Source: an optimization exercise on an open RTL-to-GDS flow (aim: small area, a short achievable clock period and few clock cycles). Production flows keep margins and buffers that such runs may drop. In this exercise RTL edits were held to simulation tests only and were not proved equivalent to the original. Power and IR drop assume default switching activity.

$ cat run.sh
#!/bin/bash
# synth_recipe.tcl (not shown) runs the flow's synth.tcl, then flattens the netlist and writes it again
# the make line also repeats each setting of config.mk as NAME=value (left out here)
make -C /OpenROAD-flow-scripts/flow DESIGN_CONFIG=/design/flow/config.mk WORK_HOME=/design/flow/orfs CLKGATE_MAP_FILE= SYNTH_SCRIPT=/design/flow/synth_recipe.tcl finish
$ cat config.mk
export PLATFORM = sky130hd
export DESIGN_NAME = cpu_top
export DESIGN_NICKNAME = cpu_top
export VERILOG_FILES = /design/flow/design.v
export SDC_FILE = /design/flow/constraint.sdc
export NUM_CORES = 4
export LEC_CHECK = 0
export CAP_MARGIN = 20
export CORE_MARGIN = 2
export CORE_UTILIZATION = 40
export SLEW_MARGIN = 20
$ cat constraint.sdc
create_clock -name core_clock -period 5.0 [get_ports {clk}]
set_input_delay 1.0000 -clock core_clock [delete_from_list [all_inputs] [get_ports {clk}]]
set_output_delay 1.0000 -clock core_clock [all_outputs]
set_load 0.01 [all_outputs]
$ cat design.v
module accumulator (
    input wire clk,            
    input wire rst,            
    input wire ld_ac,          
    input wire [7:0] data_in,  
    output reg [7:0] acc_out   
);
    always @(posedge clk or posedge rst) begin
        if (rst) begin
            acc_out <= 8'h00;
        end else if (ld_ac) begin
            acc_out <= data_in;
        end
    end
endmodule 
module address_mux #(
    parameter ADDR_WIDTH = 5   
)(
    input wire sel,                        
    input wire [ADDR_WIDTH-1:0] pc_addr,   
    input wire [ADDR_WIDTH-1:0] op_addr,   
    output wire [ADDR_WIDTH-1:0] mem_addr  
);
    assign mem_addr = sel ? pc_addr : op_addr;
endmodule 
module alu (
    input wire [7:0] in_a,        
    input wire [7:0] in_b,        
    input wire [2:0] opcode,      
    output reg [7:0] alu_out,     
    output wire is_zero           
);
    localparam [2:0] 
        HLT = 3'b000,   
        SKZ = 3'b001,   
        ADD = 3'b010,   
        AND = 3'b011,   
        XOR = 3'b100,   
        LDA = 3'b101,   
        STO = 3'b110,   
        JMP = 3'b111;   
    always @(*) begin
        case (opcode)
            HLT: alu_out = in_a;           
            SKZ: alu_out = in_a;           
            ADD: alu_out = in_a + in_b;    
            AND: alu_out = in_a & in_b;    
            XOR: alu_out = in_a ^ in_b;    
            LDA: alu_out = in_b;           
            STO: alu_out = in_a;           
            JMP: alu_out = in_a;           
            default: alu_out = 8'h00;
        endcase
    end
    assign is_zero = (in_a == 8'h00);
endmodule 
module controller (
    input wire clk,                
    input wire rst,                
    input wire [2:0] opcode,       
    input wire zero,               
    output reg sel,                
    output reg rd,                 
    output reg ld_ir,              
    output reg halt,               
    output reg inc_pc,             
    output reg ld_ac,              
    output reg ld_pc,              
    output reg wr,                 
    output reg data_e              
);
    localparam [2:0]
        INST_ADDR  = 3'b000,   
        INST_FETCH = 3'b001,   
        INST_LOAD  = 3'b010,   
        IDLE       = 3'b011,   
        OP_ADDR    = 3'b100,   
        OP_FETCH   = 3'b101,   
        ALU_OP     = 3'b110,   
        STORE      = 3'b111;   
    localparam [2:0] 
        HLT = 3'b000,   
        SKZ = 3'b001,   
        ADD = 3'b010,   
        AND = 3'b011,   
        XOR = 3'b100,   
        LDA = 3'b101,   
        STO = 3'b110,   
        JMP = 3'b111;   
    reg [2:0] current_state, next_state;
    always @(posedge clk or posedge rst) begin
        if (rst)
            current_state <= INST_ADDR;   
        else
            current_state <= next_state;   
    end
    always @(*) begin
        case (current_state)
            INST_ADDR:  next_state = INST_FETCH;
            INST_FETCH: next_state = INST_LOAD;
            INST_LOAD:  next_state = IDLE;
            IDLE:       next_state = OP_ADDR;
            OP_ADDR:    next_state = (opcode == HLT) ? OP_ADDR : OP_FETCH;   
            OP_FETCH:   next_state = ALU_OP;
            ALU_OP:     next_state = STORE;
            STORE:      next_state = INST_ADDR;
            default:    next_state = INST_ADDR;
        endcase
    end
    always @(*) begin
        sel = 0;
        rd = 0;
        ld_ir = 0;
        halt = 0;
        inc_pc = 0;
        ld_ac = 0;
        ld_pc = 0;
        wr = 0;
        data_e = 0;
        case (current_state)
            INST_ADDR: begin
                sel = 1;   
            end
            INST_FETCH: begin
                sel = 1;   
                rd = 1;    
            end
            INST_LOAD: begin
                sel = 1;      
                rd = 1;       
                ld_ir = 1;    
            end
            IDLE: begin
                sel = 1;      
                ld_ir = 1;    
            end
            OP_ADDR: begin
                sel = 0;      
                halt = (opcode == HLT);
                inc_pc = 1;
            end
            OP_FETCH: begin
                sel = 0;      
                rd = (opcode == ADD || opcode == AND || opcode == XOR || opcode == LDA);
            end
            ALU_OP: begin
                sel = 0;      
                rd = (opcode == ADD || opcode == AND || opcode == XOR || opcode == LDA);
                inc_pc = (opcode == SKZ && zero);
                data_e = (opcode == STO);
                ld_pc = (opcode == JMP);
            end
            STORE: begin
                sel = 0;      
                rd = (opcode == ADD || opcode == AND || opcode == XOR || opcode == LDA);
                ld_ac = (opcode == ADD || opcode == AND || opcode == XOR || opcode == LDA);
                ld_pc = (opcode == JMP);
                wr = (opcode == STO);
                data_e = (opcode == STO);
            end
            default: begin
                sel = 1;
            end
        endcase
    end
endmodule 
module instruction_reg (
    input wire clk,            
    input wire rst,            
    input wire ld_ir,          
    input wire [7:0] data_in,  
    output reg [7:0] ir_out    
);
    always @(posedge clk or posedge rst) begin
        if (rst) begin
            ir_out <= 8'h00;
        end else if (ld_ir) begin
            ir_out <= data_in;
        end
    end
endmodule 
module memory (
    input wire clk,            
    input wire rst,            
    input wire rd,             
    input wire wr,             
    input wire [4:0] addr,     
    input wire [7:0] data_in,  
    output reg [7:0] data_out,  
    input wire prog_we,         
    input wire [4:0] prog_addr, 
    input wire [7:0] prog_data, 
    input wire [4:0] dbg_addr,  
    output reg [7:0] dbg_data   
);
    reg [7:0] mem [0:31];
    always @(posedge clk or posedge rst) begin
        if (rst) begin
            data_out <= 8'h00;
        end else begin
            if (rd) begin
                data_out <= mem[addr];
            end
        end
    end
    always @(posedge clk) begin
        if (prog_we) begin
            mem[prog_addr] <= prog_data;
        end else if (wr) begin
            mem[addr] <= data_in;
        end
    end
    always @(posedge clk) begin
        dbg_data <= mem[dbg_addr];
    end
endmodule
module program_counter (
    input wire clk,           
    input wire rst,           
    input wire ld_pc,         
    input wire inc_pc,        
    input wire [4:0] pc_in,   
    output reg [4:0] pc_out   
);
    always @(posedge clk or posedge rst) begin
        if (rst) begin
            pc_out <= 5'b0;
        end else if (ld_pc) begin
            pc_out <= pc_in;
        end else if (inc_pc) begin
            pc_out <= pc_out + 5'b1;
        end
    end
endmodule 
module cpu_top (
    input wire clk,           
    input wire rst,           
    input wire prog_we,       
    input wire [4:0] prog_addr,  
    input wire [7:0] prog_data,  
    input wire [4:0] dbg_addr,   
    output wire halt,         
    output wire [7:0] accum,  
    output wire [7:0] dbg_data   
);
    wire [4:0] pc_out;            
    wire [4:0] mem_addr;          
    wire [7:0] mem_data_out;      
    wire [7:0] mem_data_in;       
    wire [7:0] ir_out;            
    wire [7:0] acc_out;           
    wire [7:0] alu_out;           
    wire sel;                     
    wire rd;                      
    wire ld_ir;                   
    wire inc_pc;                  
    wire ld_ac;                   
    wire ld_pc;                   
    wire wr;                      
    wire data_e;                  
    wire is_zero;                 
    wire [2:0] opcode;            
    wire [4:0] operand;           
    assign opcode = ir_out[7:5];
    assign operand = ir_out[4:0];
    assign accum = acc_out;
    assign mem_data_in = data_e ? acc_out : 8'h00;
    program_counter pc (
        .clk(clk),
        .rst(rst),
        .ld_pc(ld_pc),
        .inc_pc(inc_pc),
        .pc_in(operand),
        .pc_out(pc_out)
    );
    address_mux addr_mux (
        .sel(sel),
        .pc_addr(pc_out),
        .op_addr(operand),
        .mem_addr(mem_addr)
    );
    memory mem (
        .clk(clk),
        .rst(rst),
        .rd(rd),
        .wr(wr),
        .addr(mem_addr),
        .data_in(mem_data_in),
        .data_out(mem_data_out),
        .prog_we(prog_we),
        .prog_addr(prog_addr),
        .prog_data(prog_data),
        .dbg_addr(dbg_addr),
        .dbg_data(dbg_data)
    );
    instruction_reg ir (
        .clk(clk),
        .rst(rst),
        .ld_ir(ld_ir),
        .data_in(mem_data_out),
        .ir_out(ir_out)
    );
    accumulator acc (
        .clk(clk),
        .rst(rst),
        .ld_ac(ld_ac),
        .data_in(alu_out),
        .acc_out(acc_out)
    );
    alu alu_inst (
        .in_a(acc_out),
        .in_b(mem_data_out),
        .opcode(opcode),
        .alu_out(alu_out),
        .is_zero(is_zero)
    );
    controller ctrl (
        .clk(clk),
        .rst(rst),
        .opcode(opcode),
        .zero(is_zero),
        .sel(sel),
        .rd(rd),
        .ld_ir(ld_ir),
        .halt(halt),
        .inc_pc(inc_pc),
        .ld_ac(ld_ac),
        .ld_pc(ld_pc),
        .wr(wr),
        .data_e(data_e)
    );
endmodule 
==> results.py <==
metrics = {
    "sta": {
        "report.final.setup_viol": 0,
        "final.min_clock_period_ns": 3.77,
        "worst_clock_skew_ns": 0.0117,
        "timing.fmax_mhz": 265,
        "fin_tns_setup_ns": 0,
        "worst_slew_pin_slew_ns": 1.09,
        "timing.slew.headroom_pct": 27.1,
        "final-max-slew-violation-count": 0,
        "min_period_over_period_pct": 75.4,
        "timing_hold_violations_final": 0,
        "setup_repair_after_global_routing_missed_its_margin": "false",
    },
    "power": {
        "switchingPower_mw": 3.96,
        "fin_total_pwr_mw": 9.92,
        "internal_power_mw": 5.96,
        "p_clk_share_pct": 24.4,
        "power.density_cell_area_nw_per_um2": 600,
        "power.leakage_nw": 5.71,
        "worst_vdd_drop_v": 0.000364,
        "fraction_of_power_consumed_by_sequential_logic_pct": 31.7,
        "power.switching_fraction_pct": 39.9,
        "power_frac_comb_pct": 43.9,
    },
    "synthesis": {
        "synth.lib_cells_used.distinct": 56,
        "synthDominantAreaCellType": "sky130_fd_sc_hd__edfxtp_1",
        "synth.top_cells.by_area": "sky130_fd_sc_hd__edfxtp_1, sky130_fd_sc_hd__mux4_2, sky130_fd_sc_hd__nand2_1, sky130_fd_sc_hd__dfrtp_1, sky130_fd_sc_hd__mux2i_1",
        "synth_edf_count": 256,
        "synth_top_area_share_pct": 52.3,
        "synth.cell_area_um2": 14700,
        "synth.avg_cell_area_um2": 13.4,
        "post_synth_inst_count": 1095,
        "synth_top_flop_cell": "sky130_fd_sc_hd__edfxtp_1",
        "syn-num-nets": 1130,
        "async_reset_ff_share_pct": 10.8,
        "synthesis.yosys.warnings": 6,
        "synth-seq-area-share_pct": 58.9,
        "ys_ff_latch": 296,
    },
    "floorplanning": {
        "initial_core_util_pct": 40.4,
        "die_x_um": 196,
        "core-area_um2": 36300,
        "rows": 70,
        "design.die.area_um2": 38300,
        "ioPinCount": 38,
        "die_h_um": 196,
    },
    "flow_run": {
        "drv.max_cap_violation_count": 0,
    },
    "placement": {
        "placement.cell_area_um2": 15500,
        "post-dp-hpwl_um": 26800,
        "gp_congestion": 0.872,
        "port_buffers": 37,
    },
    "global_route": {
        "globalRouteOverflowTotal": 0,
        "grt_use_total_pct": 21.1,
        "vias_in_the_first_global_route": 9165,
        "antenna_found_initial": 0,
        "maximum_number_of_pins_on_one_net_before_global_route_repair": 65,
        "grt_first_pass_wirelength_um": 60400,
    },
    "critical_path": {
        "setup.worst_path.class": "register to register",
        "crit_arrival_ns": 3.97,
        "critical_path.endpoint_type": "register",
        "cp-start-kind": "register",
        "critical_path_required_ns": 5.20,
        "path_max_fanout": 13,
    },
    "routing": {
        "drtIter0Drc": 1120,
        "drt-vias-per-instance": 6.02,
        "detail_route.wirelength_um": 40300,
        "drt-wirelength-per-cell_um": 25.1,
        "remaining_drc_errors": 0,
        "drtPass1Iterations": 5,
        "postRouteAntennaNets": 0,
        "vias_after_detailed_routing": 9674,
    },
    "clock_tree": {
        "cts.repair.resized": 0,
        "cts_htree_levels": 1,
        "numCtsBuffers": 31,
        "clock_tree_from_tritoncts": "yes",
        "cts.sink_count": 296,
        "clk_transition_reported_paths_ns": 0.07,
        "cts-root-buf": "sky130_fd_sc_hd__clkbuf_16",
        "insertion_delay_ns": 0.56,
        "hold_buffers": 0,
        "cts.repair_timing.setup_buffer_count": 0,
        "ctsLongestPathBuffers": 3,
    },
    "layout": {
        "nFillCells": 3163,
        "layout_common_cells": "sky130_fd_sc_hd__edfxtp_1, sky130_fd_sc_hd__nand2_1, sky130_fd_sc_hd__nand3_1",
        "num-nets-final": 1151,
        "num_antenna_cells": 0,
        "final_layout_size_suffix_gt1_share_pct": 17.1,
        "area.growth.synth_to_final_pct": 12.6,
        "post-route-cell-area_um2": 16500,
        "postLayoutCoreUtil_pct": 45.5,
        "most_common_library_cell_in_the_layout_ignoring_fill_and_taps": "sky130_fd_sc_hd__edfxtp_1",
    },
    "min_path": {
        "worst_hold_path_type": "register to register",
    },
    "outcome": {
        "status": "finished clean",
    },
}
## cells by family after synthesis
kind of cell | after synthesis | share of synthesized area (%)
simple gates | 417 | 12.3
flops | 296 | 58.9
fa+ha+maj | 14 | 1.24
xor+xnor | 10 | 0.596
mux | 169 | 18.8
buf+inv | 78 | 2.83
compound gates | 111 | 5.32
## metrics by stage
step / instances / setup slack [ns] / hold slack (ns)
after global placement: 1550 / 1.18 / 0.532
after CTS: 1607 / 1.26 / 0.567
after detailed placement: 1551 / 1.05 / 0.545
after floorplan: 1095 / 1.84 / 0.462
after global routing: 1607 / 1.04 / 0.597
final: 1607 / 1.23 / 0.561
## registers in the layout, summed over array words and instances, names as in the netlist
register and flops:
mem.mem 256, pc.pc_out 5, ir.ir_out 8, acc.acc_out 8, ctrl.current_state 3, mem.dbg_data 8, mem.data_out 8
## cell usage after synthesis, types with 11 or more instances
| cell | number |
|---|---|
| sky130_fd_sc_hd__mux2i_1 | 55 |
| sky130_fd_sc_hd__clkbuf_1 | 20 |
| sky130_fd_sc_hd__mux4_2 | 80 |
| sky130_fd_sc_hd__nand2_1 | 228 |
| sky130_fd_sc_hd__o21ai_0 | 19 |
| sky130_fd_sc_hd__nand4_1 | 11 |
| sky130_fd_sc_hd__nor2_1 | 48 |
| sky130_fd_sc_hd__buf_2 | 29 |
| sky130_fd_sc_hd__edfxtp_1 | 256 |
| sky130_fd_sc_hd__dfrtp_1 | 32 |
| sky130_fd_sc_hd__a21oi_1 | 41 |
| sky130_fd_sc_hd__mux2_2 | 28 |
| sky130_fd_sc_hd__nand3_1 | 100 |
| sky130_fd_sc_hd__ha_1 | 13 |
| sky130_fd_sc_hd__o2111ai_1 | 16 |
## worst max-delay path, cell delays in order (launching register included)
cell,delay (ns)
sky130_fd_sc_hd__dfrtp_1,0.38
sky130_fd_sc_hd__inv_1,0.07
sky130_fd_sc_hd__ha_1,0.30
sky130_fd_sc_hd__o41ai_4,0.36
sky130_fd_sc_hd__buf_4,0.30
sky130_fd_sc_hd__mux2i_4,0.58
sky130_fd_sc_hd__nor2_1,0.15
sky130_fd_sc_hd__a32oi_1,0.80
sky130_fd_sc_hd__nor2_1,0.45
## layer usage
metal,vias up,global-route usage (%),routed length [µm]
li1,4235,-,-
met1,4850,31.5,17900
met2,522,31.4,17700
met3,67,3.85,3630
met4,0,6.22,1130
met5,-,0,0
## worst paths after layout
path	start	to	slack (ns)	cells past startpoint
max	ctrl.current_state[0]	mem.mem[11][5]	1.23	8
min	ir.ir_out[4]	pc.pc_out[4]	0.56	2
min reg2reg	ir.ir_out[4]	pc.pc_out[4]	0.56	2
max reg2reg	ctrl.current_state[0]	mem.mem[11][5]	1.23	8
min in group asynchronous	rst	ctrl.current_state[2]	0.84	3
max in group asynchronous	rst	mem.data_out[5]	3.82	3
## power by group through the flow
stage | sequential [mW] | clock (mW) | combinational (mW)
after floorplan | 3.07 | 0 | 3.25
after global placement | 3.19 | 0 | 4.20
after detailed placement | 3.20 | 0 | 4.29
after CTS | 3.15 | 2.44 | 4.31
after global routing | 3.18 | 2.55 | 4.71
final | 3.15 | 2.42 | 4.35
## final cells by class
class / count / area (µm²) / area share [%]
Multi-Input combinational cell: 721 / 5650 / 34.2
Clock buffer: 40 / 872 / 5.28
Sequential cell: 296 / 8650 / 52.3
Timing Repair Buffer: 58 / 556 / 3.36
Tap cell: 468 / 586 / 3.54
Inverter: 8 / 30.0 / 0.182
Clock inverter: 16 / 194 / 1.17
Testbench counts, summed over its fixed seeds: cycles 264,896.

==> re-timing with driven ports <==
No port has a modelled driver above. Below, the same layout with a new extraction and two added sets of constraints.
Step 1: set_driving_cell puts a clkbuf_16 on clk and a buf_2 on each other input, an assumption about the parent block.
Step 2 adds t to the input delays and takes it off the output delays; t is the mean of the earliest and latest rising clock arrival at the registers after step 1. Input paths then give back, and output paths get back, about the clock's delay inside the block.
Three values: ideal, step 1, step 2; two values: the first two.
t, ns: 0.611
setup slack, ns: 1.231 / 1.231 / 0.928
clock arrival spread, ns: 0.012 / 0.012
cell pins on the clock port's net: 1
After both steps this run still meets setup and hold. For this run, drivers alone change the setup slack by 0.000 ns; drivers and shift together by -0.303 ns.
